Background: an optimization exercise with open tools, aiming at small area. Do not read the settings as production practice. The RTL was checked by simulation tests, not by an equivalence proof against the original design. No activity file was given, so power comes from the tool's default toggle rates.

<file path="design/flow/config.mk">
export PLATFORM = sky130hd
export DESIGN_NAME = AXI_Sram
export DESIGN_NICKNAME = AXI_Sram
export VERILOG_FILES = /design/flow/design.v
export SDC_FILE = /design/flow/constraint.sdc
export NUM_CORES = 4
export LEC_CHECK = 0
export CAP_MARGIN = 20
export CORE_MARGIN = 2
export CORE_UTILIZATION = 60
export PLACE_DENSITY = 0.8
export SLEW_MARGIN = 20
export SYNTH_HIERARCHICAL = 1
</file>
<file path="design/flow/standard.sh">
#!/bin/bash
# synth_recipe.tcl (not shown) runs the flow's synth.tcl, then flattens the netlist and writes it again
# the make line also repeats each setting of config.mk as NAME=value (left out here)
make -C /OpenROAD-flow-scripts/flow DESIGN_CONFIG=/design/flow/config.mk WORK_HOME=/design/flow/orfs CLKGATE_MAP_FILE= SYNTH_SCRIPT=/design/flow/synth_recipe.tcl "${@:-finish}"
</file>
<file path="design/flow/constraint.sdc">
create_clock -name core_clock -period 14.0 [get_ports {ACLK}]
set_input_delay 2.8000 -clock core_clock [delete_from_list [all_inputs] [get_ports {ACLK}]]
set_output_delay 2.8000 -clock core_clock [all_outputs]
set_load 0.01 [all_outputs]
</file>
<file path="design/flow/flow/run.sh">
#!/bin/bash
# The standard ORFS flow (standard.sh, unchanged synthesis) with:
#  - port buffers of the smallest buffer cell,
#  - a clock tree of larger sink clusters and no dummy loads.
# The whole ORFS/OpenROAD output goes to flow.log in this folder; ORFS also
# keeps each step's log under orfs/logs/.
set -o pipefail
bash standard.sh \
  "BUFFER_PORTS_ARGS=-buffer_cell sky130_fd_sc_hd__buf_1" \
  "CTS_ARGS=-sink_clustering_enable -repair_clock_nets -dont_use_dummy_load -sink_clustering_size 25 -sink_clustering_max_diameter 70 -buf_list sky130_fd_sc_hd__clkbuf_16" \
  SKIP_REPAIR_TIE_FANOUT=1 \
  finish > flow.log 2>&1
</file>
<file path="design/flow/design.v">
`timescale 1ns/1ns
module AXI_Sram #(
    parameter   DATA_WIDTH  = 64,
                ADDR_WIDTH  = 32,
                ID_WIDTH    = 1,
                USER_WIDTH  = 1,
                STRB_WIDTH  = (DATA_WIDTH/8)
)(
    input                       ACLK,
    input                       ARESETn,
    input      [ADDR_WIDTH-1:0] AWADDR,
    input      [7:0]            AWLEN,
    input      [2:0]            AWSIZE,
    input      [1:0]            AWBURST,
    input                       AWVALID,
    output reg                  AWREADY,
    input      [DATA_WIDTH-1:0] WDATA,
    input      [STRB_WIDTH-1:0] WSTRB,
    input                       WLAST,
    input                       WVALID,
    output reg                  WREADY,
    output     [1:0]            BRESP,
    output reg                  BVALID,
    input                       BREADY,
    input      [ADDR_WIDTH-1:0] ARADDR,
    input      [7:0]            ARLEN,
    input      [2:0]            ARSIZE,
    input      [1:0]            ARBURST,
    input                       ARVALID,
    output reg                  ARREADY,
    output     [DATA_WIDTH-1:0] RDATA,
    output     [1:0]            RRESP,
    output reg                  RLAST,
    output reg                  RVALID,
    input                       RREADY,
    input                       bist_en,
    input                       dft_en,
    output                      bist_done,
    output reg [7:0]            bist_fail
);
    assign BRESP = 2'b00;
    assign RRESP = 2'b00;
    reg         wen;
    reg  [15:0] awaddr_start;
    reg  [7:0]  awlen;
    reg  [2:0]  awsize;
    reg         awcnt_flag;
    reg  [15:0] awcnt;
    reg  [15:0] awaddr;
    reg  [15:0] awstep;
    reg  [15:0] awstop;
    always @(*) begin
        case (awsize)
            3'h1:    begin awstep = 16'h2; awstop = {7'h0, awlen, 1'b0}; end
            3'h2:    begin awstep = 16'h4; awstop = {6'h0, awlen, 2'b0}; end
            default: begin awstep = 16'h1; awstop = {8'h0, awlen};       end
        endcase
    end
    always @(posedge ACLK or negedge ARESETn) begin
        if (!ARESETn) begin
            AWREADY    <= 1'b0;
            WREADY     <= 1'b0;
            BVALID     <= 1'b0;
            wen        <= 1'b0;
            awsize     <= 3'h0;
            awcnt_flag <= 1'b0;
        end
        else begin
            AWREADY <= AWVALID & ~AWREADY;
            if (AWREADY)
                WREADY <= 1'b1;
            else if (WVALID & WLAST)
                WREADY <= 1'b0;
            BVALID <= ~BVALID & WLAST;
            if (WLAST)
                wen <= 1'b0;
            else if (AWREADY)
                wen <= 1'b1;
            if (AWVALID)
                awsize <= AWSIZE;
            if (AWVALID)
                awcnt_flag <= 1'b1;
            else if (awlen == 8'h0)
                awcnt_flag <= 1'b0;
            else if (awcnt == awstop)
                awcnt_flag <= 1'b0;
        end
    end
    always @(posedge ACLK) begin
        if (AWVALID) begin
            awaddr_start <= AWADDR[15:0];
            awlen        <= AWLEN;
        end
        awcnt  <= awcnt_flag ? awcnt + awstep : 16'h0;
        awaddr <= awaddr_start + awcnt;
    end
    reg  [15:0] araddr_start;
    reg  [7:0]  arlen;
    reg  [2:0]  arsize;
    reg         arcnt_flag;
    reg  [15:0] arcnt;
    reg  [31:0] rdata_r;
    reg  [15:0] arstep;
    reg  [15:0] arstop;
    always @(*) begin
        case (arsize)
            3'h1:    begin arstep = 16'h2; arstop = {7'h0, arlen, 1'b0}; end
            3'h2:    begin arstep = 16'h4; arstop = {6'h0, arlen, 2'b0}; end
            default: begin arstep = 16'h1; arstop = {8'h0, arlen};       end
        endcase
    end
    wire        ar_at_stop = (arcnt == arstop);
    wire [15:0] araddr     = araddr_start + arcnt;
    wire [31:0] rdata_next;
    always @(posedge ACLK or negedge ARESETn) begin
        if (!ARESETn) begin
            ARREADY      <= 1'b0;
            RVALID       <= 1'b0;
            RLAST        <= 1'b0;
            araddr_start <= 16'h0;
            arlen        <= 8'h0;
            arsize       <= 3'h0;
            arcnt_flag   <= 1'b0;
            arcnt        <= 16'h0;
            rdata_r      <= 32'h0;
        end
        else begin
            ARREADY <= ARVALID & ~ARREADY;
            RVALID  <= ARREADY;
            RLAST   <= RREADY & ar_at_stop;
            if (ARVALID) begin
                araddr_start <= ARADDR[15:0];
                arlen        <= ARLEN;
                arsize       <= ARSIZE;
            end
            if (ARVALID)
                arcnt_flag <= 1'b1;
            else if (arlen == 8'h0)
                arcnt_flag <= 1'b0;
            else if (ar_at_stop)
                arcnt_flag <= 1'b0;
            arcnt <= arcnt_flag ? arcnt + arstep : 16'h0;
            rdata_r <= rdata_next;       
        end
    end
    assign RDATA = {32'h0, rdata_r};
    wire        s_bank = wen ? awaddr[15]  : araddr[15];
    wire [3:0]  s_word = wen ? awaddr[5:2] : araddr[5:2];
    wire [1:0]  s_byte = wen ? awaddr[1:0] : araddr[1:0];
    wire [2:0]  s_size = wen ? awsize      : arsize;
    reg  [3:0]  s_csn;
    always @(*) begin
        case (s_size)
            3'b000:  s_csn = ~(4'b0001 << s_byte);
            3'b001:  s_csn = s_byte[1] ? 4'b0011 : 4'b1100;
            3'b010:  s_csn = 4'b0000;
            default: s_csn = 4'b1111;
        endcase
    end
    wire [31:0] wdata;
    assign wdata[7:0]   = WDATA[7:0];
    assign wdata[15:8]  = (awsize == 3'h0) ? 8'h0 : WDATA[15:8];
    assign wdata[31:16] = (awsize == 3'h0 || awsize == 3'h1) ? 16'h0 : WDATA[31:16];
    localparam IDEL1       = 5'b00000;
    localparam P1_WRITE0   = 5'b11000;
    localparam IDEL2       = 5'b00010;
    localparam P2_READ0    = 5'b01000;
    localparam P2_COMPARE0 = 5'b10000;
    localparam P2_WRITE1   = 5'b11001;
    localparam IDEL3       = 5'b00001;
    localparam P3_READ1    = 5'b01001;
    localparam P3_COMPARE1 = 5'b10001;
    localparam P3_WRITE0   = 5'b11010;
    localparam P3_READ0    = 5'b01010;
    localparam P3_COMPARE0 = 5'b10010;
    localparam P3_WRITE1   = 5'b11011;
    localparam IDEL4       = 5'b00011;
    localparam P4_READ1    = 5'b01011;
    localparam P4_COMPARE1 = 5'b10011;
    localparam P4_WRITE0   = 5'b11100;
    localparam IDEL5       = 5'b00101;
    localparam P5_READ0    = 5'b01100;
    localparam P5_COMPARE0 = 5'b10100;
    localparam P5_WRITE1   = 5'b11101;
    localparam P5_READ1    = 5'b01101;
    localparam P5_COMPARE1 = 5'b10101;
    localparam P5_WRITE0   = 5'b11110;
    localparam IDEL6       = 5'b00100;
    localparam P6_READ0    = 5'b01110;
    localparam P6_COMPARE0 = 5'b10110;
    reg  [4:0]  cstate, nstate;
    reg  [3:0]  test_addr;
    reg         r_end;
    reg         up1_down0, count_en, r_end_en, pattern_sel, test_addr_rst;
    reg         rf_start, check_en, wen_test;
    wire        t_full = (test_addr == 4'hf);
    wire        t_zero = (test_addr == 4'h0);
    always @(*) begin
        up1_down0     = 1'b1;
        count_en      = 1'b0;
        r_end_en      = 1'b0;
        pattern_sel   = 1'b0;
        test_addr_rst = 1'b0;
        rf_start      = 1'b0;
        check_en      = 1'b0;
        wen_test      = 1'b1;
        nstate        = cstate;
        case (cstate)
            IDEL1: begin
                test_addr_rst = 1'b1;
                if (!r_end) begin
                    nstate   = P1_WRITE0;
                    rf_start = 1'b1;
                end
            end
            P1_WRITE0: begin
                count_en = 1'b1;
                wen_test = 1'b0;
                if (t_full) begin
                    nstate        = IDEL2;
                    test_addr_rst = 1'b1;
                    up1_down0     = 1'b0;
                end
            end
            IDEL2: begin
                up1_down0     = 1'b0;
                test_addr_rst = 1'b1;
                nstate        = P2_READ0;
            end
            P2_READ0:    nstate = P2_COMPARE0;
            P2_COMPARE0: begin
                check_en = 1'b1;
                nstate   = P2_WRITE1;
            end
            P2_WRITE1: begin
                up1_down0   = 1'b0;
                count_en    = 1'b1;
                wen_test    = 1'b0;
                pattern_sel = 1'b1;
                if (t_zero) begin
                    nstate        = IDEL3;
                    test_addr_rst = 1'b1;
                    up1_down0     = 1'b1;
                end
                else
                    nstate = P2_READ0;
            end
            IDEL3: begin
                pattern_sel   = 1'b1;
                test_addr_rst = 1'b1;
                nstate        = P3_READ1;
            end
            P3_READ1:    nstate = P3_COMPARE1;
            P3_COMPARE1: begin
                pattern_sel = 1'b1;
                check_en    = 1'b1;
                nstate      = P3_WRITE0;
            end
            P3_WRITE0: begin
                wen_test = 1'b0;
                nstate   = P3_READ0;
            end
            P3_READ0:    nstate = P3_COMPARE0;
            P3_COMPARE0: begin
                check_en = 1'b1;
                nstate   = P3_WRITE1;
            end
            P3_WRITE1: begin
                wen_test    = 1'b0;
                pattern_sel = 1'b1;
                count_en    = 1'b1;
                if (t_full) begin
                    nstate        = IDEL4;
                    test_addr_rst = 1'b1;
                end
                else
                    nstate = P3_READ1;
            end
            IDEL4: begin
                pattern_sel   = 1'b1;
                test_addr_rst = 1'b1;
                nstate        = P4_READ1;
            end
            P4_READ1:    nstate = P4_COMPARE1;
            P4_COMPARE1: begin
                pattern_sel = 1'b1;
                check_en    = 1'b1;
                nstate      = P4_WRITE0;
            end
            P4_WRITE0: begin
                wen_test = 1'b0;
                count_en = 1'b1;
                if (t_full) begin
                    nstate        = IDEL5;
                    test_addr_rst = 1'b1;
                end
                else
                    nstate = P4_READ1;
            end
            IDEL5: begin
                pattern_sel   = 1'b1;
                test_addr_rst = 1'b1;
                nstate        = P5_READ0;
            end
            P5_READ0:    nstate = P5_COMPARE0;
            P5_COMPARE0: begin
                check_en = 1'b1;
                nstate   = P5_WRITE1;
            end
            P5_WRITE1: begin
                wen_test    = 1'b0;
                pattern_sel = 1'b1;
                nstate      = P5_READ1;
            end
            P5_READ1:    nstate = P5_COMPARE1;
            P5_COMPARE1: begin
                pattern_sel = 1'b1;
                check_en    = 1'b1;
                nstate      = P5_WRITE0;
            end
            P5_WRITE0: begin
                wen_test = 1'b0;
                count_en = 1'b1;
                if (t_full) begin
                    nstate        = IDEL6;
                    test_addr_rst = 1'b1;
                end
                else
                    nstate = P5_READ0;
            end
            IDEL6: begin
                test_addr_rst = 1'b1;
                nstate        = P6_READ0;
            end
            P6_READ0:    nstate = P6_COMPARE0;
            P6_COMPARE0: begin
                check_en = 1'b1;
                count_en = 1'b1;
                if (t_full) begin
                    nstate        = IDEL1;
                    test_addr_rst = 1'b1;
                    r_end_en      = 1'b1;
                end
                else
                    nstate = P6_READ0;
            end
            default: begin
                nstate        = IDEL1;
                test_addr_rst = 1'b1;
            end
        endcase
    end
    assign bist_done = r_end;
    wire [7:0]  lane_mismatch;
    always @(posedge ACLK or negedge ARESETn) begin
        if (!ARESETn) begin
            cstate    <= IDEL1;
            test_addr <= 4'h0;
            r_end     <= 1'b0;
            bist_fail <= 8'hff;
        end
        else if (bist_en) begin
            cstate <= nstate;
            r_end  <= r_end_en;
            if (test_addr_rst)
                test_addr <= up1_down0 ? 4'h0 : 4'hf;
            else if (count_en)
                test_addr <= up1_down0 ? test_addr + 4'h1 : test_addr - 4'h1;
            if (check_en)
                bist_fail <= bist_fail | lane_mismatch;
            else if (rf_start)
                bist_fail <= 8'h00;
        end
    end
    wire        e_wen  = bist_en ? wen_test  : ~wen;      
    wire [3:0]  e_a    = bist_en ? test_addr : s_word;
    wire [7:0]  e_csn  = bist_en ? 8'h00 :
                         (s_bank ? {s_csn, 4'hf} : {4'hf, s_csn});
    wire [31:0] e_d    = bist_en ? {32{pattern_sel}} : wdata;
    reg  [7:0]  mem  [0:127];
    reg  [3:0]  last_a [0:7];
    wire [7:0]  m_rd [0:7];      
    wire [15:0] ndw;
    dec16n u_wdec(.a(e_a), .n(ndw));
    genvar L, W, B;
    generate
        for (L = 0; L < 8; L = L + 1) begin : g_lane
            wire lane_acc = ~e_csn[L];
            always @(posedge ACLK)
                if (lane_acc)
                    last_a[L] <= e_a;
            wire nwl;
            g_or2 u_nwl(.a(e_csn[L]), .b(e_wen), .y(nwl));
            for (W = 0; W < 16; W = W + 1) begin : g_word
                wire we;
                g_nor2 u_we(.a(nwl), .b(ndw[W]), .y(we));
                always @(posedge ACLK)
                    if (we)
                        mem[L*16+W] <= e_d[(L%4)*8 +: 8];
            end
            wire [15:0] rs;
            dec16m u_rdec(.acc(lane_acc), .a(e_a), .b(last_a[L]), .s(rs));
            for (B = 0; B < 8; B = B + 1) begin : g_bit
                wire [15:0] col;
                for (W = 0; W < 16; W = W + 1) begin : g_c
                    assign col[W] = mem[L*16+W][B];
                end
                sel16 u_sel(.d(col), .s(rs), .y(m_rd[L][B]));
            end
        end
    endgenerate
    reg  [31:0] dft_x;
    reg  [7:0]  dft_csn;
    reg         dft_wen;
    wire [31:0] x_next;
    genvar J;
    generate
        for (J = 0; J < 4; J = J + 1) begin : g_x
            wire [7:0] d = e_d[J*8 +: 8];
            assign x_next[J*8 +: 8] = {d[7], d[6] ^ e_wen, d[5], d[4], d[3:0] ^ e_a};
        end
    endgenerate
    reg         dft_valid;
    always @(posedge ACLK or negedge ARESETn) begin
        if (!ARESETn)
            dft_valid <= 1'b0;
        else if (dft_en)
            dft_valid <= 1'b1;
    end
    always @(posedge ACLK)
        if (dft_en) begin
            dft_x   <= x_next;
            dft_csn <= e_csn;
            dft_wen <= e_wen;
        end
    rdpath u_rd(.dft_en(dft_en), .dft_valid(dft_valid), .pattern_sel(pattern_sel), .dft_csn(dft_csn), .dft_x(dft_x), .dft_wen(dft_wen),
      .RREADY(RREADY), .rdata_q(rdata_r),
      .m_rd0(m_rd[0]), .m_rd1(m_rd[1]), .m_rd2(m_rd[2]), .m_rd3(m_rd[3]), .m_rd4(m_rd[4]), .m_rd5(m_rd[5]), .m_rd6(m_rd[6]), .m_rd7(m_rd[7]),
      .s_bank(s_bank), .e_csn(e_csn), .e_wen(e_wen), .e_d(e_d), .lane_mismatch(lane_mismatch), .rdata_next(rdata_next));
endmodule
module rdpath(input dft_en, dft_valid, pattern_sel, input [7:0] dft_csn, input [31:0] dft_x, input dft_wen,
  input RREADY, input [31:0] rdata_q,
  input [7:0] m_rd0, m_rd1, m_rd2, m_rd3, m_rd4, m_rd5, m_rd6, m_rd7, input s_bank, input [7:0] e_csn, input e_wen, input [31:0] e_d,
  output [7:0] lane_mismatch, output [31:0] rdata_next);
    wire [7:0] m_rd [0:7];
    assign {m_rd[7],m_rd[6],m_rd[5],m_rd[4],m_rd[3],m_rd[2],m_rd[1],m_rd[0]} = {m_rd7,m_rd6,m_rd5,m_rd4,m_rd3,m_rd2,m_rd1,m_rd0};
    genvar L, J;
    wire [3:0] x_mis;
    generate
        for (J = 0; J < 4; J = J + 1) begin : g_xm
            mis8 u_m(.d(dft_x[J*8 +: 8]), .p(pattern_sel), .y(x_mis[J]));
        end
        for (L = 0; L < 8; L = L + 1) begin : g_cmp
            wire m_mis;
            mis8 u_m(.d(m_rd[L]), .p(pattern_sel), .y(m_mis));
            assign lane_mismatch[L] = dft_en ?
                (dft_valid ? (dft_csn[L] | x_mis[L%4]) : pattern_sel) : m_mis;
        end
    endgenerate
    generate
        for (J = 0; J < 4; J = J + 1) begin : g_rd
            wire s_h, s_x, s_d, s_hi, s_lo, s_c7, s_c6;
            rd_sel u_s(.RREADY(RREADY), .dft_en(dft_en), .dft_valid(dft_valid), .s_bank(s_bank),
                       .csn_lo(e_csn[J]), .csn_hi(e_csn[J+4]), .e_wen(e_wen),
                       .dcsn_lo(dft_csn[J]), .dcsn_hi(dft_csn[J+4]), .dft_wen(dft_wen),
                       .s_h(s_h), .s_x(s_x), .s_d(s_d), .s_hi(s_hi), .s_lo(s_lo), .s_c7(s_c7), .s_c6(s_c6));
            rd_byte u_b(.s_h(s_h), .s_x(s_x), .s_d(s_d), .s_hi(s_hi), .s_lo(s_lo), .s_c7(s_c7), .s_c6(s_c6),
                        .q(rdata_q[J*8 +: 8]), .x(dft_x[J*8 +: 8]), .d(e_d[J*8 +: 8]),
                        .m_hi(m_rd[J+4]), .m_lo(m_rd[J]), .y(rdata_next[J*8 +: 8]));
        end
    endgenerate
endmodule
module rd_sel(input RREADY, dft_en, dft_valid, s_bank, csn_lo, csn_hi, e_wen, dcsn_lo, dcsn_hi, dft_wen,
              output s_h, s_x, s_d, s_hi, s_lo, s_c7, s_c6);
    wire acc  = s_bank ? ~csn_hi : ~csn_lo;
    wire byp  = acc & ~e_wen;
    wire dcsn = s_bank ? dcsn_hi : dcsn_lo;
    wire dsel = RREADY & dft_en & dft_valid;
    wire msel = RREADY & ~dft_en;
    assign s_h  = ~RREADY;
    assign s_x  = dsel & ~dcsn;
    assign s_c7 = dsel & dcsn;
    assign s_c6 = dsel & dcsn & dft_wen;
    assign s_d  = msel & byp;
    assign s_hi = msel & ~byp & s_bank;
    assign s_lo = msel & ~byp & ~s_bank;
endmodule
module rd_byte(input s_h, s_x, s_d, s_hi, s_lo, s_c7, s_c6, input [7:0] q, x, d, m_hi, m_lo, output [7:0] y);
    genvar k;
    for (k = 0; k < 8; k = k + 1) begin : g_k
        wire a, b;
        g_aoi222 u_a(.a1(s_h), .b1(q[k]), .a2(s_x), .b2(x[k]), .a3(s_d), .b3(d[k]), .y(a));
        if (k == 7) begin : g7
            g_aoi221 u_b(.a1(s_hi), .b1(m_hi[k]), .a2(s_lo), .b2(m_lo[k]), .c(s_c7), .y(b));
        end
        else if (k == 6) begin : g6
            g_aoi221 u_b(.a1(s_hi), .b1(m_hi[k]), .a2(s_lo), .b2(m_lo[k]), .c(s_c6), .y(b));
        end
        else begin : gl
            g_aoi22 u_b(.a1(s_hi), .b1(m_hi[k]), .a2(s_lo), .b2(m_lo[k]), .y(b));
        end
        g_nand2 u_o(.a(a), .b(b), .y(y[k]));
    end
endmodule
module mis8(input [7:0] d, input p, output y);
    assign y = p ? ~&d : |d;
endmodule
module g_aoi22(input a1, b1, a2, b2, output y);
    assign y = ~((a1 & b1) | (a2 & b2));
endmodule
module g_aoi221(input a1, b1, a2, b2, c, output y);
    assign y = ~((a1 & b1) | (a2 & b2) | c);
endmodule
module sel16(input [15:0] d, input [15:0] s, output y);
    wire [4:0] x;
    genvar i;
    for (i = 0; i < 5; i = i + 1) begin : g_a
        g_aoi222 u(.a1(s[3*i]), .b1(d[3*i]), .a2(s[3*i+1]), .b2(d[3*i+1]),
                   .a3(s[3*i+2]), .b3(d[3*i+2]), .y(x[i]));
    end
    wire n0, n1;
    g_nand3 u_n0(.a(x[0]), .b(x[1]), .c(x[2]), .y(n0));
    g_nand2 u_n1(.a(x[3]), .b(x[4]), .y(n1));
    g_ao211 u_o(.a1(s[15]), .a2(d[15]), .b(n0), .c(n1), .y(y));
endmodule
module dec16m(input acc, input [3:0] a, input [3:0] b, output [15:0] s);
    wire [3:0] rn, r;
    wire [3:0] nlo, nhi;
    genvar i;
    for (i = 0; i < 4; i = i + 1) begin : g_m
        g_muxi u_m(.s(acc), .a1(a[i]), .a0(b[i]), .y(rn[i]));
        g_inv  u_i(.a(rn[i]), .y(r[i]));
    end
    g_nand2 u_l0(.a(rn[1]), .b(rn[0]), .y(nlo[0]));
    g_nand2 u_l1(.a(rn[1]), .b(r[0]),  .y(nlo[1]));
    g_nand2 u_l2(.a(r[1]),  .b(rn[0]), .y(nlo[2]));
    g_nand2 u_l3(.a(r[1]),  .b(r[0]),  .y(nlo[3]));
    g_nand2 u_h0(.a(rn[3]), .b(rn[2]), .y(nhi[0]));
    g_nand2 u_h1(.a(rn[3]), .b(r[2]),  .y(nhi[1]));
    g_nand2 u_h2(.a(r[3]),  .b(rn[2]), .y(nhi[2]));
    g_nand2 u_h3(.a(r[3]),  .b(r[2]),  .y(nhi[3]));
    for (i = 0; i < 16; i = i + 1) begin : g_s
        g_nor2 u_s(.a(nlo[i%4]), .b(nhi[i/4]), .y(s[i]));
    end
endmodule
module dec16n(input [3:0] a, output [15:0] n);
    wire [3:0] an;
    wire [3:0] nlo, nhi;
    genvar i;
    for (i = 0; i < 4; i = i + 1) begin : g_i
        g_inv u_i(.a(a[i]), .y(an[i]));
    end
    g_nand2 u_l0(.a(an[1]), .b(an[0]), .y(nlo[0]));
    g_nand2 u_l1(.a(an[1]), .b(a[0]),  .y(nlo[1]));
    g_nand2 u_l2(.a(a[1]),  .b(an[0]), .y(nlo[2]));
    g_nand2 u_l3(.a(a[1]),  .b(a[0]),  .y(nlo[3]));
    g_nand2 u_h0(.a(an[3]), .b(an[2]), .y(nhi[0]));
    g_nand2 u_h1(.a(an[3]), .b(a[2]),  .y(nhi[1]));
    g_nand2 u_h2(.a(a[3]),  .b(an[2]), .y(nhi[2]));
    g_nand2 u_h3(.a(a[3]),  .b(a[2]),  .y(nhi[3]));
    for (i = 0; i < 16; i = i + 1) begin : g_n
        g_or2 u_n(.a(nlo[i%4]), .b(nhi[i/4]), .y(n[i]));
    end
endmodule
module g_aoi222(input a1, b1, a2, b2, a3, b3, output y);
    assign y = ~((a1 & b1) | (a2 & b2) | (a3 & b3));
endmodule
module g_ao211(input a1, a2, b, c, output y);
    assign y = (a1 & a2) | b | c;
endmodule
module g_nand2(input a, b, output y);
    assign y = ~(a & b);
endmodule
module g_nand3(input a, b, c, output y);
    assign y = ~(a & b & c);
endmodule
module g_or2(input a, b, output y);
    assign y = a | b;
endmodule
module g_nor2(input a, b, output y);
    assign y = ~(a | b);
endmodule
module g_inv(input a, output y);
    assign y = ~a;
endmodule
module g_muxi(input s, a1, a0, output y);
    assign y = ~(s ? a1 : a0);
endmodule
</file>
==> results_dict.tcl, run 1 <==
set metrics [dict create \
    die-width_um 293 \
    gp_congestion 0.929 \
    ys_seq_area_share_pct 73.6 \
    drt_pass1_iterations 9 \
    areaGrowthSynthToFinish_pct 6.66 \
    post-route-min-period_ns 7.07 \
    ys_seq_elements 1250 \
    p_leak_nw 18.1 \
    power_density_nw_per_um2 191 \
    cts_sinks 1250 \
    fp.dieH_um 293 \
    crit_start "bist_en" \
    async_reset_ff_share_pct 8.48 \
    core_um2 82200 \
    max_freq_mhz 141 \
    setup_viol 0 \
    tightest_slew_ns 1.18 \
    synth_edf_count 1121 \
    postCtsSetupBuffers 0 \
    finalPower_mw 10.2 \
    synth_flop_cell "edfxtp_1" \
    drtIter0Drc 5533 \
    maxSlewViolCount 0 \
    grt_overflow 0 \
    route.vias.total 31156 \
    grt_pass1_vias 29624 \
    synth_area_um2 50000 \
    cts_hold_buf 0 \
    critPathCaptureType "flip-flop" \
    placed_area_um2 51900 \
    hp-class "reg -> reg" \
    clk_latency_ns 0.69 \
    drive_gt1_share_pct 6.75 \
    wl_mm 124 \
    cts_resized 0 \
    crit_required_ns 14.62 \
    drc 0 \
    fin_nets 3610 \
    max-cap-violations 0 \
    cp_max_fo 22 \
    grt_start_max_net_pins 55 \
    htreeDepth 2 \
    synth_warnings 11 \
    die_area_um2 85700 \
    hold_slack_ns 0.420 \
    fin_setup_tns_ns 0 \
    syn_inst 3224 \
    hold_violations 0 \
    dpl.hpwl_mm 79.3 \
    tritoncts "yes" \
    track_usage_pct 28.3 \
    start_util_pct 60.8 \
    vias_per_cell 6.98 \
    rows 105 \
    wl_per_cell_um 27.7 \
    finalCritPeriodShare_pct 50.5 \
    outcome "finished clean" \
    vdd_drop_max_mv 0.142 \
    fin_worst_skew_ns 0.0788 \
    numCtsBuffers 59 \
    clockRootBuffer "clkbuf_16" \
    hp-start "ARREADY" \
    ios 255 \
    postLayoutCellArea_um2 53300 \
    antennaDiodeCount 0 \
    yosys-top-cells-area "edfxtp_1 (67%), a222oi_1 (7.0%), dfrtp_1 (4.9%)" \
    antenna_found_initial 6 \
    cts_buffer_depth 3 \
    r2r-start "arcnt[1]" \
    rsz0062_at_grt "false" \
    slew-limit-headroom_pct 21.1 \
    arrival_ns 7.69 \
    yosysTopAreaCell "edfxtp_1" \
    path_class "in -> reg" \
    grt_pass1_wl_mm 182 \
    synth_top_area_share_pct 67.3 \
    numPortBuffers 141 \
    synth_area_per_cell_um2 15.5 \
    synth_cell_type_count 86 \
    postRouteAntennaNets 0 \
    startpoint_type "input port" \
    clkTransAtPathRegs_ns 0.09 \
]
-- through the flow --
stage | cells | setup WS (ns) | util (%)
final | 4464 | 6.93 | 64.9
after global routing | 4464 | 6.79 | 64.9
after global placement | 4405 | 6.78 | 63.1
after detailed placement | 4405 | 6.63 | 63.1
after floorplan | 3224 | 7.88 | -
after CTS | 4464 | 7.34 | 64.9
-- cell usage in the layout, fill, tap and decap left out, types with 10 or more instances in the layout --
cell type and instances:
a211o_1 67, a21o_1 26, a21oi_1 55, a222oi_1 352, a22oi_2 24, a31oi_1 15
and2_1 31, and4_1 10, buf_1 138, buf_4 58, clkbuf_16 59, dfrtp_1 98
dfxtp_1 23, edfxtp_1 1121, ha_1 37, inv_1 69, mux2_2 31, mux2i_1 40
nand2_1 267, nand2b_1 13, nand3_1 91, nand4_1 22, nor2_1 340, nor2b_1 23
nor3_1 45, nor3b_1 11, nor4_2 13, o21a_1 13, o21ai_0 54, o22ai_1 13
or2_1 24, xnor2_1 43, xor2_1 25
-- per-layer routing --
layer / part of all wire, % / up-vias / global-route usage, %
met5: 0.030 / - / 0
met4: 3.7 / 6 / 9.68
met3: 13 / 273 / 5.62
met2: 46 / 2167 / 44.4
met1: 37 / 15252 / 40.2
li1: - / 13458 / -
-- Yosys stat by module (local to each module, per instance), excerpt --
module,cells inside,copies in the design,flip-flops and latches,area [um2]
AXI_Sram,2022,1,1250,41900
rdpath,26,1,0,156
rd_sel,13,4,0,83.8
mis8,8,12,0,47.5
g_aoi221,1,8,0,15.0
g_aoi22,1,24,0,12.5
g_aoi222,1,352,0,10.0
g_muxi,1,32,0,10.0
g_ao211,1,64,0,8.76
g_or2,1,24,0,6.26
g_nand3,1,64,0,5.00
g_inv,1,36,0,3.75
g_nand2,1,168,0,3.75
g_nor2,1,256,0,3.75
-- sequential cells by signal, indices dropped and copies added (netlist names), 7 cells and up --
signal        cells
mem            1024
dft_x            32
last_a           32
rdata_r          32
araddr_start     16
arcnt            16
awaddr_start     16
awcnt            16
arlen             8
awlen             8
bist_fail         8
dft_csn           8
awaddr            7
-- critical path, cell delays in order --
cell and delay (ns):
clkbuf_2 0.26, clkinv_1 0.21, buf_4 0.29, o21ai_1 0.17, buf_4 0.30, inv_1 0.37, buf_4 0.31, mux2i_1 0.31
inv_1 0.10, nand2_1 0.22, nor2_1 0.22, a222oi_1 0.67, nand3_1 0.23, a211o_1 0.36, nand4_1 0.13, nor3_1 0.05
a31oi_1 0.15, inv_1 0.08, o22ai_1 0.20, a21oi_1 0.09, nor2_1 0.11
-- kinds of logic (layout without fill, tap and decap cells) --
family / after synthesis / after routing / synth area share, %
AO/OA/AOI/OAI: 693 / 693 / 12.3
XOR/XNOR: 68 / 68 / 1.19
adder cells (fa/ha/maj): 42 / 42 / 1.13
buffers and inverters: 159 / 329 / 1.54
flip-flops: 1250 / 1250 / 73.6
multiplexers: 72 / 72 / 1.54
other: 1 / 1 / 0.00750
AND/OR/NAND/NOR: 939 / 939 / 8.77
-- cell usage after synthesis (11+ instances only) --
master / instances
o21ai_0: 54
inv_1: 69
nor4_2: 13
dfrtp_1: 98
nor2b_1: 23
a222oi_1: 352
and2_1: 31
edfxtp_1: 1121
nor3_1: 45
or2_1: 24
nand4_1: 22
a21oi_1: 55
clkbuf_1: 31
o21a_1: 13
ha_1: 37
o22ai_1: 13
a31oi_1: 15
a21o_1: 26
mux2_2: 31
a22oi_2: 24
nand3_1: 91
nand2_1: 269
nor2_1: 340
xor2_1: 25
a211o_1: 67
dfxtp_1: 23
xnor2_1: 43
buf_4: 39
nor3b_1: 11
mux2i_1: 40
nand2b_1: 13
-- worst paths after layout --
kind	end	slack, ns	cells after the start
worst min register to register	RVALID	0.42	0
worst max-delay path	bist_fail[6]	6.93	21
min in group asynchronous	rdata_r[24]	2.27	1
worst max register to register	bist_fail[2]	7.53	24
max in group asynchronous	rdata_r[21]	10.38	2
worst min-delay path	RVALID	0.42	0
-- final cells by class --
| cell class | instances | area [um2] |
|---|---|---|
| Sequential cell | 1250 | 36800 |
| Tap cell | 1070 | 1340 |
| Multi-Input combinational cell | 1815 | 12500 |
| Fill cell | 5675 | 28900 |
| Clock buffer | 59 | 1480 |
| Inverter | 71 | 267 |
| Timing Repair Buffer | 199 | 971 |
-- power breakdown --
group,switching [mW],internal [mW]
clock,1.06,0.749
combinational,2.40,1.06
sequential,0.251,4.69
==> inputs of run 2 (changes only) <==
==> design/flow/flow/run.sh (replaced) <==
#!/bin/bash
# The standard ORFS flow (standard.sh, unchanged synthesis) with:
#  - port buffers of the smallest buffer cell,
#  - a clock tree of larger sink clusters and no dummy loads,
#  - one tie cell per constant instead of one per constant output.
# The whole ORFS/OpenROAD output goes to flow.log in this folder; ORFS also
# keeps each step's log under orfs/logs/.
set -o pipefail
bash standard.sh \
  "BUFFER_PORTS_ARGS=-buffer_cell sky130_fd_sc_hd__buf_1" \
  "CTS_ARGS=-sink_clustering_enable -repair_clock_nets -dont_use_dummy_load -sink_clustering_size 25 -sink_clustering_max_diameter 70 -buf_list sky130_fd_sc_hd__clkbuf_16" \
  SKIP_REPAIR_TIE_FANOUT=1 REMOVE_ABC_BUFFERS=1 \
  finish > flow.log 2>&1
--- a/design/flow/config.mk
+++ b/design/flow/config.mk
@@ -8,6 +8,7 @@
 export CAP_MARGIN = 20
 export CORE_MARGIN = 2
 export CORE_UTILIZATION = 60
+export GPL_TIMING_DRIVEN = 0
 export PLACE_DENSITY = 0.8
 export SLEW_MARGIN = 20
 export SYNTH_HIERARCHICAL = 1
==> results_dict.tcl, run 2 <==
set metrics [dict create \
    ys_seq_area_share_pct 73.6 \
    crit_family "compound AO/OA/AOI/OAI gates" \
    max_stage_delay_ns 0.96 \
    instances_no_fill 4421 \
    cts_resized 0 \
    vias_per_cell 6.99 \
    wl_mm 120 \
    clkTransAtPathRegs_ns 0.10 \
    max_freq_mhz 124 \
    maxSlewViolCount 0 \
    outcome "finished clean" \
    numPortBuffers 141 \
    crit_path_top_delay_cell "o21ai_2" \
    final_common_cell "edfxtp_1" \
    hold_violations 0 \
    synth_area_per_cell_um2 15.5 \
    path_cells "buf_2, buf_12, clkinv_1, o21ai_2, inv_1, mux2i_1, inv_1, nand2_1, nor2_1, a222oi_1, nand3_1, a211o_1, nand2_1, nor3_1, a31oi_1, inv_1, o22ai_1, a21oi_1, nor2_1" \
    path_buf_inv 6 \
    crit_start "bist_en" \
    tritoncts "yes" \
    synth_warnings 11 \
    setup_viol 0 \
    drc 0 \
    start_util_pct 60.8 \
    mostFrequentLayoutCells "edfxtp_1 (1121), a222oi_1 (352), nor2_1 (339)" \
    grt_pass1_wl_mm 179 \
    critPathCaptureType "flip-flop" \
    hp-class "reg -> reg" \
    syn_inst 3224 \
    die-width_um 293 \
    path_depth 19 \
    startpoint_type "input port" \
    r2r-start "arcnt[1]" \
    cts_hold_buf 0 \
    rows 105 \
    ys_seq_elements 1250 \
    cp_max_fo 22 \
    synth_edf_count 1121 \
    clk_latency_ns 0.67 \
    wl_per_cell_um 27.2 \
    netlist_top_cells_count "edfxtp_1 (1121), a222oi_1 (352), nor2_1 (340)" \
    areaGrowthSynthToFinish_pct 6.64 \
    crit_required_ns 14.58 \
    synth_cell_type_count 86 \
    max-cap-violations 0 \
    fp.dieH_um 293 \
    postCtsSetupBuffers 0 \
    antennaDiodeCount 0 \
    p_leak_nw 17.9 \
    synth.most_common_cell "edfxtp_1" \
    fin_nets 3567 \
    ios 255 \
    route.vias.total 30897 \
    drt_pass1_iterations 10 \
    path_class "in -> reg" \
    regMostFlops "mem" \
    cts_sinks 1250 \
    grt_pass1_vias 29737 \
    grt_overflow 0 \
    postLayoutCellArea_um2 53300 \
    critPathMostFrequentCell "inv_1" \
    finalPower_mw 10.2 \
    yosys-top-cells-area "edfxtp_1 (67%), a222oi_1 (7.0%), dfrtp_1 (4.9%)" \
    gp_congestion 0.899 \
    synth_top_area_share_pct 67.3 \
    rsz0062_at_grt "false" \
    track_usage_pct 27.6 \
    post-route-min-period_ns 8.04 \
    reg2reg_depth 23 \
    async_reset_ff_share_pct 8.48 \
    clockRootBuffer "clkbuf_16" \
    r2r_slack_ns 7.51 \
    drtIter0Drc 5590 \
    tightest_slew_ns 1.25 \
    arrival_ns 8.63 \
    htreeDepth 2 \
    cts_buffer_depth 3 \
    fin_setup_tns_ns 0 \
    dpl.hpwl_mm 78.4 \
    yosysTopAreaCell "edfxtp_1" \
    synth_area_um2 50000 \
    slew-limit-headroom_pct 16.4 \
    fin_worst_skew_ns 0.0646 \
    die_area_um2 85700 \
    drive_gt1_share_pct 6.92 \
    finalCritPeriodShare_pct 57.5 \
    placed_area_um2 51800 \
    power_density_nw_per_um2 191 \
    timing.rr.end "bist_fail[0]" \
    core_um2 82200 \
    crit_end "bist_fail[0]" \
    fillCellCount 5612 \
    vdd_drop_max_mv 0.128 \
    postRouteAntennaNets 0 \
    largest_reg_flops 1024 \
    numCtsBuffers 59 \
    dp.cells 4361 \
    synth_flop_cell "edfxtp_1" \
    antenna_found_initial 3 \
    grt_start_max_net_pins 37 \
]
run 2: worst min path at each step:
stage | start | end | slack, ns | depth (start not counted)
2_1_floorplan | ARREADY | RVALID | 0.44 | 0
3_5_place_dp | ARREADY | RVALID | 0.41 | 0
5_1_grt | ARREADY | RVALID | 0.43 | 0
3_3_place_gp | ARREADY | RVALID | 0.40 | 0
4_1_cts | ARREADY | RVALID | 0.42 | 0
6_report | ARREADY | RVALID | 0.41 | 0
run 2: worst register-to-register path, cell delays in order (launching register included):
cell and delay (ns):
dfrtp_1 0.47, ha_1 0.33, a211oi_1 0.25, o21bai_1 0.15, a21oi_1 0.22, o211ai_1 0.17, a211oi_4 0.55, buf_8 0.25
inv_2 0.32, o21ai_0 0.76, mux2i_1 0.54, inv_1 0.12, nand2_1 0.15, nor2_1 0.17, a222oi_1 0.51, nand2_1 0.18
a211o_1 0.39, nand4_1 0.12, nor3_1 0.05, a31oi_1 0.30, inv_1 0.07, o22ai_1 0.18, a21oi_1 0.09, nor2_1 0.11
run 2: final cells by class:
type / instances / area, um2 / area share, %
Inverter: 71 / 267 / 0.500
Multi-Input combinational cell: 1815 / 12600 / 23.7
Clock buffer: 59 / 1480 / 2.77
Tap cell: 1070 / 1340 / 2.51
Timing Repair Buffer: 156 / 831 / 1.56
Sequential cell: 1250 / 36800 / 69.0
run 2: per-stage QoR:
stage | hold WS, ns | util (%) | setup slack (ns)
4_1_cts | 0.420 | 64.8 | 5.62
6_report | 0.414 | 64.8 | 5.96
3_5_place_dp | 0.412 | 63.0 | 4.96
2_1_floorplan | 0.435 | - | 7.99
5_1_grt | 0.428 | 64.8 | 5.93
3_3_place_gp | 0.404 | 62.5 | 2.95
run 2: logic make-up (layout without fill, tap and decap cells):
kind of cell / count (synthesis) / count (layout) / share of synthesized area [%]
mux: 72 / 72 / 1.54
buf+inv: 159 / 286 / 1.54
simple gates: 939 / 939 / 8.77
flops: 1250 / 1250 / 73.6
xor+xnor: 68 / 68 / 1.19
other cells: 1 / 1 / 0.00750
fa+ha+maj: 42 / 42 / 1.13
compound gates: 693 / 693 / 12.3
run 2: modules after synthesis, one instance, submodules excluded, excerpt:
module,cells inside,area [um2],times used
mis8,8,47.5,12
g_inv,1,3.75,36
g_nand2,1,3.75,168
AXI_Sram,2022,41900,1
rdpath,26,156,1
g_nor2,1,3.75,256
g_muxi,1,10.0,32
g_aoi221,1,15.0,8
g_aoi22,1,12.5,24
g_ao211,1,8.76,64
rd_sel,13,83.8,4
g_or2,1,6.26,24
g_aoi222,1,10.0,352
g_nand3,1,5.00,64
run 2: report_power, final:
part           internal [mW]  switching, mW  total [mW]  leakage, nW
Clock                  0.749           1.05        1.80        0.727
Combinational           1.05           2.39        3.45         5.47
Sequential              4.70          0.240        4.94         11.7
Total                   6.50           3.68        10.2         17.9
run 2: routing by layer:
layer	GRT usage (%)	vias to the layer above	part of all wire [%]
li1	-	13387	-
met1	37.3	15197	37
met2	44.6	2039	47
met3	5.85	268	12
met4	10.1	6	3.9
met5	0	-	0.033
==> inputs of run 3 (changes only) <==
--- a/design/flow/config.mk
+++ b/design/flow/config.mk
@@ -5,10 +5,10 @@
 export SDC_FILE = /design/flow/constraint.sdc
 export NUM_CORES = 4
 export LEC_CHECK = 0
-export CAP_MARGIN = 20
+export CAP_MARGIN = 5
 export CORE_MARGIN = 2
 export CORE_UTILIZATION = 60
 export GPL_TIMING_DRIVEN = 0
 export PLACE_DENSITY = 0.8
-export SLEW_MARGIN = 20
+export SLEW_MARGIN = 5
 export SYNTH_HIERARCHICAL = 1
==> results_dict.tcl, run 3 <==
set metrics [dict create \
    wl_met2_mm 56.6 \
    gp_congestion 0.899 \
    die-width_um 293 \
    grt_start_max_net_pins 38 \
    hp-class "reg -> reg" \
    core_um2 82200 \
    synth_edf_count 1121 \
    drive_gt1_share_pct 6.30 \
    met3_length_mm 14.2 \
    yosys-top-cells-area "edfxtp_1 (67%), a222oi_1 (7.0%), dfrtp_1 (4.9%)" \
    clockRootBuffer "clkbuf_16" \
    startpoint_type "input port" \
    grt_pass1_wl_mm 179 \
    route.vias.total 30907 \
    vdd_drop_max_mv 0.140 \
    vias_per_cell 6.99 \
    wl_met1_mm 44.5 \
    tightest_slew_ns 1.38 \
    async_reset_ff_share_pct 8.48 \
    drtIter0Drc 5452 \
    dpl.hpwl_mm 77.9 \
    finalPower_mw 10.2 \
    drc 0 \
    arrival_ns 9.78 \
    die_area_um2 85700 \
    ys_seq_elements 1250 \
    cts_buffer_depth 3 \
    synth_flop_cell "edfxtp_1" \
    numPortBuffers 141 \
    hold_violations 0 \
    fin_setup_tns_ns 0 \
    netlist_top_cells_count "edfxtp_1 (1121), a222oi_1 (352), nor2_1 (340)" \
    crit_family "buffers and inverters" \
    wl_mm 121 \
    setup_viol 0 \
    grt_pass1_vias 29663 \
    synth_cell_type_count 86 \
    finalCritPeriodShare_pct 65.6 \
    critPathMostFrequentCell "inv_1" \
    synth_top_area_share_pct 67.3 \
    start_util_pct 60.8 \
    slew-limit-headroom_pct 7.08 \
    numCtsBuffers 60 \
    wl_per_cell_um 27.3 \
    hold_end "RVALID" \
    tritoncts "yes" \
    cts_resized 0 \
    synth_area_per_cell_um2 15.5 \
    top_layer "met5" \
    maxSlewViolCount 0 \
    r2r_slack_ns 6.48 \
    synth_warnings 11 \
    cts_sinks 1250 \
    clkTransAtPathRegs_ns 0.09 \
    clk_latency_ns 0.67 \
    synth_area_um2 50000 \
    path_class "in -> reg" \
    ys_seq_area_share_pct 73.6 \
    track_usage_pct 27.7 \
    max_freq_mhz 109 \
    rows 105 \
    crit_path_top_delay_cell "clkinv_1" \
    p_leak_nw 17.9 \
    r2r-start "arcnt[1]" \
    drt_pass1_iterations 13 \
    path_buf_inv 5 \
    cts_hold_buf 0 \
    max-cap-violations 0 \
    post-route-min-period_ns 9.18 \
    postLayoutCellArea_um2 53300 \
    rsz0062_at_grt "false" \
    grt_overflow 0 \
    timing.rr.end "bist_fail[0]" \
    yosysTopAreaCell "edfxtp_1" \
    hp-start "ARREADY" \
    postCtsSetupBuffers 0 \
    power_density_nw_per_um2 191 \
    crit_required_ns 14.60 \
    htreeDepth 2 \
    fp.dieH_um 293 \
    cp_max_fo 29 \
    critPathCaptureType "flip-flop" \
    reg2reg_depth 23 \
    postRouteAntennaNets 0 \
    placed_area_um2 51600 \
    areaGrowthSynthToFinish_pct 6.54 \
    synth.most_common_cell "edfxtp_1" \
    path_cells "buf_2, clkinv_1, o21ai_2, inv_1, mux2i_1, inv_1, nand2_1, nor2_1, a222oi_1, nand3_1, a211o_1, nand2_1, nor3_1, a31oi_1, inv_1, o22ai_1, a21oi_1, nor2_1" \
    fin_worst_skew_ns 0.0757 \
    fin_nets 3565 \
    whs_path_depth 0 \
    outcome "finished clean" \
    syn_inst 3224 \
    largest_reg_flops 1024 \
    ios 255 \
    mostFrequentLayoutCells "edfxtp_1 (1121), a222oi_1 (352), nor2_1 (339)" \
    regMostFlops "mem" \
    final_common_cell "edfxtp_1" \
    max_stage_delay_ns 1.22 \
    antenna_found_initial 3 \
]
## run 3: per-stage QoR
stage / std cells / hold WS (ns) / util [%] / setup slack [ns]
2_1_floorplan: 3136 / 0.435 / - / 7.99
3_3_place_gp: 4347 / 0.404 / 62.5 / 2.95
3_5_place_dp: 4356 / 0.404 / 62.8 / 4.43
4_1_cts: 4416 / 0.417 / 64.6 / 5.18
5_1_grt: 4419 / 0.424 / 64.8 / 4.72
6_report: 4420 / 0.410 / 64.8 / 4.82
## run 3: cell families after synthesis
logic type	count (synthesis)	share of synthesized area, %
AO/OA/AOI/OAI	693	12.3
XOR/XNOR	68	1.19
adder cells (fa/ha/maj)	42	1.13
buffers and inverters	159	1.54
flip-flops	1250	73.6
multiplexers	72	1.54
other	1	0.00750
AND/OR/NAND/NOR	939	8.77
## run 3: how the worst max path moves through the flow
| stage | slack (ns) | end | startpoint | cells after the start |
|---|---|---|---|---|
| final | 4.82 | bist_fail[0] | bist_en | 18 |
| after detailed placement | 4.43 | bist_fail[3] | bist_en | 18 |
| after floorplan | 7.99 | bist_fail[0] | bist_en | 15 |
| after global placement | 2.95 | bist_fail[4] | bist_en | 17 |
| after global routing | 4.72 | bist_fail[0] | bist_en | 18 |
| after CTS | 5.18 | bist_fail[3] | bist_en | 18 |
## run 3: final cells by class
| cell class | instances | area (um2) |
|---|---|---|
| Antenna cell | 1 | 2.50 |
| Clock buffer | 60 | 1500 |
| Fill cell | 5624 | 29000 |
| Inverter | 71 | 267 |
| Multi-Input combinational cell | 1815 | 12600 |
| Sequential cell | 1250 | 36800 |
| Tap cell | 1070 | 1340 |
| Timing Repair Buffer | 153 | 792 |
## run 3: worst register-to-register path, cell delays in order, from the launching register on
cell      delay, ns
dfrtp_1        0.47
ha_1           0.33
a211oi_1       0.24
o21bai_1       0.15
a21oi_1        0.23
o211ai_1       0.17
a211oi_4       0.54
buf_8          0.25
clkinv_1       0.99
o21ai_0        1.06
mux2i_1        0.55
inv_1          0.12
nand2_1        0.17
nor2_1         0.18
a222oi_1       0.54
nand3_1        0.22
a211o_1        0.37
nand2_1        0.10
nor3_1         0.07
a31oi_1        0.28
inv_1          0.07
o22ai_1        0.18
a21oi_1        0.09
nor2_1         0.11
## run 3: power breakdown
group	switching (mW)	internal, mW	leakage [nW]	total [mW]
logic	2.39	1.04	5.46	3.43
registers	0.241	4.70	11.7	4.94
clock network	1.05	0.760	0.739	1.81
## run 3: layer usage
layer / track usage [%] / vias up
met5: 0 / -
met4: 11.1 / 4
met3: 5.70 / 313
met2: 44.6 / 2009
met1: 37.5 / 15196
li1: - / 13385
## run 3: Yosys stat by module (local to each module, per instance), excerpt
| module | flip-flops and latches | copies in the design | cells | area, um2 |
|---|---|---|---|---|
| g_nand2 | 0 | 168 | 1 | 3.75 |
| g_aoi222 | 0 | 352 | 1 | 10.0 |
| g_aoi22 | 0 | 24 | 1 | 12.5 |
| g_aoi221 | 0 | 8 | 1 | 15.0 |
| mis8 | 0 | 12 | 8 | 47.5 |
| rd_sel | 0 | 4 | 13 | 83.8 |
| AXI_Sram | 1250 | 1 | 2022 | 41900 |
| g_or2 | 0 | 24 | 1 | 6.26 |
| g_nand3 | 0 | 64 | 1 | 5.00 |
| rdpath | 0 | 1 | 26 | 156 |
==> inputs of run 4 (changes only) <==
--- a/design/flow/flow/run.sh
+++ b/design/flow/flow/run.sh
@@ -9,5 +9,5 @@
 bash standard.sh \
   "BUFFER_PORTS_ARGS=-buffer_cell sky130_fd_sc_hd__buf_1" \
   "CTS_ARGS=-sink_clustering_enable -repair_clock_nets -dont_use_dummy_load -sink_clustering_size 25 -sink_clustering_max_diameter 70 -buf_list sky130_fd_sc_hd__clkbuf_16" \
-  SKIP_REPAIR_TIE_FANOUT=1 REMOVE_ABC_BUFFERS=1 \
+  SKIP_REPAIR_TIE_FANOUT=1 \
   finish > flow.log 2>&1
==> design/flow/config.mk (replaced) <==
export PLATFORM = sky130hd
export DESIGN_NAME = AXI_Sram
export DESIGN_NICKNAME = AXI_Sram
export VERILOG_FILES = /design/flow/design.v
export SDC_FILE = /design/flow/constraint.sdc
export NUM_CORES = 4
export LEC_CHECK = 0
export CAP_MARGIN = 20
export CORE_MARGIN = 2
export CORE_UTILIZATION = 50
export PLACE_DENSITY = 0.7
export SLEW_MARGIN = 20
export SYNTH_HIERARCHICAL = 1
==> results_dict.tcl, run 4 <==
set metrics [dict create \
    outcome "finished clean" \
    hold_violations 0 \
    reg2reg_depth 24 \
    max-cap-violations 0 \
    vdd_drop_max_mv 0.126 \
    fin_setup_tns_ns 0 \
    drtIter0Drc 5306 \
    synth.most_common_cell "edfxtp_1" \
    ys_seq_area_share_pct 73.6 \
    mostFrequentLayoutCells "edfxtp_1 (1121), a222oi_1 (352), nor2_1 (339)" \
    drc 0 \
    seqCellArea_um2 36800 \
    pwr-share-comb_pct 33.6 \
    postLayoutCellArea_um2 53800 \
    areaGrowthSynthToFinish_pct 7.53 \
    tritoncts "yes" \
    path_class "in -> reg" \
    timing.rr.end "bist_fail[1]" \
    grt_pass1_wl_mm 186 \
    hp-class "reg -> reg" \
    async_reset_ff_share_pct 8.48 \
    grt_overflow 0 \
    switchingPower_mw 3.75 \
    syn_inst 3224 \
    track_usage_pct 24.3 \
    yosysTopAreaCell "edfxtp_1" \
    die-width_um 320 \
    postRouteAntennaNets 0 \
    startpoint_type "input port" \
    slew-limit-headroom_pct 21.5 \
    final_common_cell "edfxtp_1" \
    tightest_slew_ns 1.18 \
    start_util_pct 50.2 \
    critPathCaptureType "flip-flop" \
    cp_max_fo 22 \
    fin_worst_skew_ns 0.0764 \
    fin_nets 3612 \
    cts_sinks 1250 \
    synth_edf_count 1121 \
    wl_per_cell_um 26.9 \
    final_util_pct 54.0 \
    p_leak_nw 18.1 \
    core_um2 99600 \
    synth_cell_type_count 86 \
    numPortBuffers 141 \
    rows 116 \
    netlist_top_cells_count "edfxtp_1 (1121), a222oi_1 (352), nor2_1 (340)" \
    largest_reg_flops 1024 \
    power.internal_mw 6.58 \
    regMostFlops "mem" \
    clockRootBuffer "clkbuf_16" \
    htreeDepth 3 \
    synth_top_area_share_pct 67.3 \
    yosys-top-cells-area "edfxtp_1 (67%), a222oi_1 (7.0%), dfrtp_1 (4.9%)" \
    power_frac_clock_pct 18.6 \
    vias_per_cell 6.55 \
    dpl.hpwl_mm 81.2 \
    seqPwrFrac_pct 47.8 \
    synth_warnings 11 \
    swShare_pct 36.3 \
    synth_area_per_cell_um2 15.5 \
    ios 255 \
    cts_resized 0 \
    hold_slack_ns 0.416 \
    fp.dieH_um 320 \
    gp_congestion 0.878 \
    r2r_slack_ns 7.63 \
    synth_flop_cell "edfxtp_1" \
    post-route-min-period_ns 7.03 \
    postCtsSetupBuffers 0 \
    antenna_found_initial 2 \
    die_area_um2 103000 \
    finalCritPeriodShare_pct 50.2 \
    whs_path_depth 0 \
    numCtsBuffers 66 \
    hp-start "ARREADY" \
    drive_gt1_share_pct 6.92 \
    fillCellCount 7957 \
    clkTransAtPathRegs_ns 0.09 \
    hold_end "RVALID" \
    cts_buffer_depth 3 \
    finalPower_mw 10.3 \
    drt_pass1_iterations 7 \
    max_freq_mhz 142 \
    antennaDiodeCount 0 \
    cts_hold_buf 0 \
    grt_pass1_vias 29301 \
    arrival_ns 7.62 \
    synth_area_um2 50000 \
    r2r-start "arcnt[1]" \
    wl_mm 126 \
    clk_latency_ns 0.66 \
    crit_required_ns 14.59 \
    ys_seq_elements 1250 \
    placed_area_um2 52100 \
    grt_start_max_net_pins 59 \
    power_density_nw_per_um2 192 \
    setup_viol 0 \
    route.vias.total 30734 \
    rsz0062_at_grt "false" \
    multi_input_area_um2 12500 \
    maxSlewViolCount 0 \
]
==> run 4: worst max path at each step <==
stage	from	end	slack, ns	depth (start not counted)
finish	bist_en	bist_fail[2]	6.97	21
global route	bist_en	bist_fail[2]	6.76	20
CTS	bist_en	bist_fail[2]	7.13	20
detailed placement	bist_en	bist_fail[2]	6.46	21
global placement	bist_en	bist_fail[2]	6.49	20
floorplan	bist_en	bist_fail[0]	7.88	16
==> run 4: critical path, stage by stage <==
cell and delay, ns:
clkbuf_2 0.27, clkinv_1 0.23, buf_4 0.31, o21ai_1 0.17
buf_4 0.30, inv_1 0.32, buf_4 0.30, mux2i_1 0.34
inv_1 0.11, nand2_1 0.17, nor2_1 0.18, a222oi_1 0.58
nand3_1 0.22, a211o_1 0.38, nand3_1 0.11, nor3_1 0.05
a31oi_1 0.18, inv_1 0.10, o22ai_1 0.22, a21oi_1 0.10
nor2_1 0.13
==> run 4: routing by layer <==
metal	part of all wire, %	global-route usage (%)	up-vias
met5	0.0095	0	-
met4	3.1	7.23	2
met3	11	5.22	233
met2	46	37.5	1719
met1	40	34.8	15316
li1	-	-	13464
==> run 4: cell families (layout without fill, tap and decap cells) <==
| logic type | after synthesis | count (layout) | share of synthesized area, % |
|---|---|---|---|
| fa+ha+maj | 42 | 42 | 1.13 |
| other cells | 1 | 1 | 0.00750 |
| simple gates | 939 | 939 | 8.77 |
| flops | 1250 | 1250 | 73.6 |
| mux | 72 | 72 | 1.54 |
| buf+inv | 159 | 331 | 1.54 |
| compound gates | 693 | 693 | 12.3 |
| xor+xnor | 68 | 68 | 1.19 |
==> run 4: area by class of cell <==
| class | count | area share, % |
|---|---|---|
| Sequential cell | 1250 | 68.4 |
| Multi-Input combinational cell | 1815 | 23.3 |
| Clock buffer | 66 | 3.07 |
| Tap cell | 1298 | 3.02 |
| Timing Repair Buffer | 194 | 1.74 |
| Inverter | 71 | 0.496 |
==> run 4: power by group through the flow <==
stage	sequential (mW)	combinational (mW)	clock [mW]
finish	4.93	3.47	1.93
global route	4.97	3.72	2.08
CTS	4.93	3.41	1.96
detailed placement	5.02	3.40	0
global placement	5.01	3.34	0
floorplan	4.91	2.17	0
==> run 4: Yosys stat by module (local to each module, per instance), a selection <==
module    cells inside  copies in the design  flip-flops and latches  area (um2)
g_aoi221             1                     8                       0        15.0
g_aoi222             1                   352                       0        10.0
g_ao211              1                    64                       0        8.76
g_nand2              1                   168                       0        3.75
rdpath              26                     1                       0         156
g_muxi               1                    32                       0        10.0
g_inv                1                    36                       0        3.75
g_nand3              1                    64                       0        5.00
g_or2                1                    24                       0        6.26
AXI_Sram          2022                     1                    1250       41900
rd_sel              13                     4                       0        83.8
==> run 4: metrics by stage <==
step           setup WS (ns)  instances
5_1_grt                 6.76       4694
6_report                6.97       4694
3_3_place_gp            6.49       4628
4_1_cts                 7.13       4694
3_5_place_dp            6.46       4628
2_1_floorplan           7.88       3224

port drivers added, routing unchanged:
Ports are ideal in the flow. The routed layouts listed here were re-timed in OpenROAD. Step 1 assumes that a clkbuf_16 drives the clock port and a buf_2 every other input. Step 2, shift: input delay + t, output delay - t, t = (earliest + latest rising clock arrival at the registers) / 2. This alone moves slack from input paths to output paths. a / b / c = ideal ports / drivers / drivers and shift; a / b = the first two.
run | t (ns) | setup WS [ns] | latest minus earliest clock arrival (ns) | worst register clock-pin slew, ns | worst data-port slew with drivers (ns)
run 1 | 0.698 | 6.926 / 6.959 / 6.261 | 0.095 / 0.094 | 0.10 / 0.10 | 0.14
run 2 | 0.703 | 5.955 / 5.961 / 5.259 | 0.064 / 0.065 | 0.10 / 0.10 | 0.09
run 3 | 0.701 | 4.816 / 4.823 / 4.122 | 0.075 / 0.076 | 0.10 / 0.10 | 0.09
run 4 | 0.680 | 6.973 / 7.010 / 6.330 | 0.097 / 0.096 | 0.10 / 0.10 | 0.07
After both steps every run listed still meets setup and hold. For run 2, which loses most, drivers alone change the setup slack by +0.006 ns; drivers and shift together by -0.696 ns.
